This design comes from an exercise in tuning for small area and a short achievable clock period on the open sky130 flow, not from production work.
The RTL was checked by simulation tests, not by an equivalence proof against the original design.

==> module FIFO, before the edit <==
module FIFO#(
    parameter width = 32,
    parameter depth = 64,
    parameter ptr_w = 6
)
(
    clk, rstn,
    rd_en, wrt_en,
    data_in,
    read_ready,
    data_out,
    full, empty,
    out_valid
);
input clk, rstn;
input rd_en, wrt_en;
input [width-1 : 0] data_in;
input read_ready;
output [width-1 : 0] data_out;
output full, empty;
output out_valid;
reg full, not_empty;
assign empty = !not_empty;
reg [width-1 : 0] sram_mem [0 : depth-1];
reg [ptr_w-1 : 0] waddr, raddr;
reg pend;                       
reg [width-1 : 0] din_q;        
reg was_empty;                  
wire rd_do, wr_do;
wire [ptr_w-1 : 0] waddr_inc, raddr_inc;
assign waddr_inc = waddr + 1'b1;
assign raddr_inc = raddr + 1'b1;
assign rd_do = rd_en & not_empty & read_ready;
assign wr_do = wrt_en & (!full | rd_do);
assign out_valid = rd_do;
always @(posedge clk) begin
    if (!full)
        sram_mem[waddr] <= data_in;
    else if (pend)
        sram_mem[waddr] <= din_q;
end
always @(posedge clk) begin
    din_q <= data_in;
    was_empty <= !not_empty;
end
always @(posedge clk or negedge rstn) begin
    if(!rstn)
        pend <= 1'b0;
    else
        pend <= full & wr_do;
end
reg [3:0] rsel_hi;
reg [15:0] rsel_lo;
always @(posedge clk or negedge rstn) begin
    if(!rstn) begin
        rsel_hi <= 4'd1;
        rsel_lo <= 16'd1;
    end
    else if(rd_do) begin
        rsel_lo <= {rsel_lo[14:0], rsel_lo[15]};
        if(rsel_lo[15])
            rsel_hi <= {rsel_hi[2:0], rsel_hi[3]};
    end
end
reg [width-1 : 0] grp [0 : 3];
reg [width-1 : 0] grp_d [0 : 3];
integer i, j;
always @(*) begin
    for (i = 0; i < 4; i = i + 1) begin
        grp_d[i] = {width{1'b0}};
        for (j = 0; j < 16; j = j + 1)
            grp_d[i] = grp_d[i] | (sram_mem[16*i+j] & {width{rsel_lo[j]}});
    end
end
always @(posedge clk) begin
    for (i = 0; i < 4; i = i + 1)
        grp[i] <= grp_d[i];
end
reg [width-1 : 0] rdata;
always @(*) begin
    rdata = {width{1'b0}};
    for (i = 0; i < 4; i = i + 1)
        rdata = rdata | (grp[i] & {width{rsel_hi[i]}});
end
assign data_out = was_empty ? din_q : rdata;
always @(posedge clk or negedge rstn) begin
    if(!rstn)
        raddr <= 'b0;
    else if(rd_do)
        raddr <= raddr_inc;
end
always @(posedge clk or negedge rstn) begin
    if(!rstn)
        waddr <= 'b0;
    else if((wr_do & !full) | pend)
        waddr <= waddr_inc;
end
always @(posedge clk or negedge rstn) begin
    if(!rstn)
        full <= 'b0;
    else if((wr_do & !rd_do) && (waddr_inc == raddr))
        full <= 'b1;
    else if(rd_do & !wr_do)
        full <= 'b0;
end
always @(posedge clk or negedge rstn) begin
    if(!rstn)
        not_empty <= 'b0;
    else if((rd_do & !wr_do) && (raddr_inc == waddr))
        not_empty <= 'b0;
    else if(wr_do & !rd_do)
        not_empty <= 'b1;
end
endmodule
==> flow/config.mk <==
export PLATFORM = sky130hd
export DESIGN_NAME = PISO_SRAM
export DESIGN_NICKNAME = PISO_SRAM
export VERILOG_FILES = /design/flow/design.v
export SDC_FILE = /design/flow/constraint.sdc
export NUM_CORES = 4
export LEC_CHECK = 0
export CAP_MARGIN = 20
export CORE_MARGIN = 2
export CORE_UTILIZATION = 50
export CTS_CLUSTER_DIAMETER = 100
export CTS_CLUSTER_SIZE = 25
export PLACE_DENSITY = 0.6
export SETUP_SLACK_MARGIN = 2.4
export SLEW_MARGIN = 20
==> flow/constraint.sdc <==
create_clock -name core_clock -period 5.0 [get_ports {clk}]
set_input_delay 1.0000 -clock core_clock [delete_from_list [all_inputs] [get_ports {clk}]]
set_output_delay 1.0000 -clock core_clock [all_outputs]
set_load 0.01 [all_outputs]
run.sh (not shown) runs the stock make flow with config.mk's settings and CLKGATE_MAP_FILE= SYNTH_SCRIPT=/design/flow/synth_recipe.tcl, a recipe that flattens the netlist after the stock synthesis.
Rerun with:
--- a/flow/design.v
+++ b/flow/design.v
@@ -33,13 +33,30 @@
 assign raddr_inc = raddr + 1'b1;
 assign rd_do = rd_en & not_empty & read_ready;
 assign wr_do = wrt_en & (!full | rd_do);
 assign out_valid = rd_do;
-always @(posedge clk) begin
-    if (!full)
-        sram_mem[waddr] <= data_in;
-    else if (pend)
-        sram_mem[waddr] <= din_q;
+reg [3:0] wsel_hi;
+reg [15:0] wsel_lo;
+wire wr_move = (wr_do & !full) | pend;
+always @(posedge clk or negedge rstn) begin
+    if(!rstn) begin
+        wsel_hi <= 4'd1;
+        wsel_lo <= 16'd1;
+    end
+    else if(wr_move) begin
+        wsel_lo <= {wsel_lo[14:0], wsel_lo[15]};
+        if(wsel_lo[15])
+            wsel_hi <= {wsel_hi[2:0], wsel_hi[3]};
+    end
+end
+wire wen = !full | pend;
+wire [width-1 : 0] wdata = full ? din_q : data_in;
+wire [3:0] wgrp = wsel_hi & {4{wen}};
+integer w;
+always @(posedge clk) begin
+    for (w = 0; w < depth; w = w + 1)
+        if (wgrp[w/16] & wsel_lo[w%16])
+            sram_mem[w] <= wdata;
 end
 always @(posedge clk) begin
     din_q <= data_in;
     was_empty <= !not_empty;
@@ -92,9 +109,9 @@
 end
 always @(posedge clk or negedge rstn) begin
     if(!rstn)
         waddr <= 'b0;
-    else if((wr_do & !full) | pend)
+    else if(wr_move)
         waddr <= waddr_inc;
 end
 always @(posedge clk or negedge rstn) begin
     if(!rstn)
The new run completed without violations; design area drops by 1.5%; routed wire length climbs by 0.87%; register-to-register slack got worse by 0.19 ns; non-clock buffer count drops by 127; clock-buffer cell count drops by 1; setup slack got worse by 0.19 ns; synthesized area climbs by 1.1%.

[separate check: timing with driven ports]
The flow's constraints put no driver on any port. The routed layouts listed below were extracted and timed again, unchanged, in two steps. Step 1: set_driving_cell puts a clkbuf_16 on clk and a buf_2 on each other input, an assumption about the parent block. Step 2, shift: input delay + t, output delay - t, t = (earliest + latest rising clock arrival at the registers) / 2. This alone moves slack from input paths to output paths. Three values: ideal, step 1, step 2; two values: the first two.
run | shift t [ns] | setup slack, ns | worst setup path after step 2
the first run | 0.830 | 2.332 / 2.332 / 1.787 | input to register
the second run | 0.842 | 2.145 / 2.145 / 1.807 | input to register
After both steps every run listed still meets setup and hold. For the first run, which loses most, drivers alone change the setup slack by 0.000 ns; drivers and shift together by -0.545 ns.
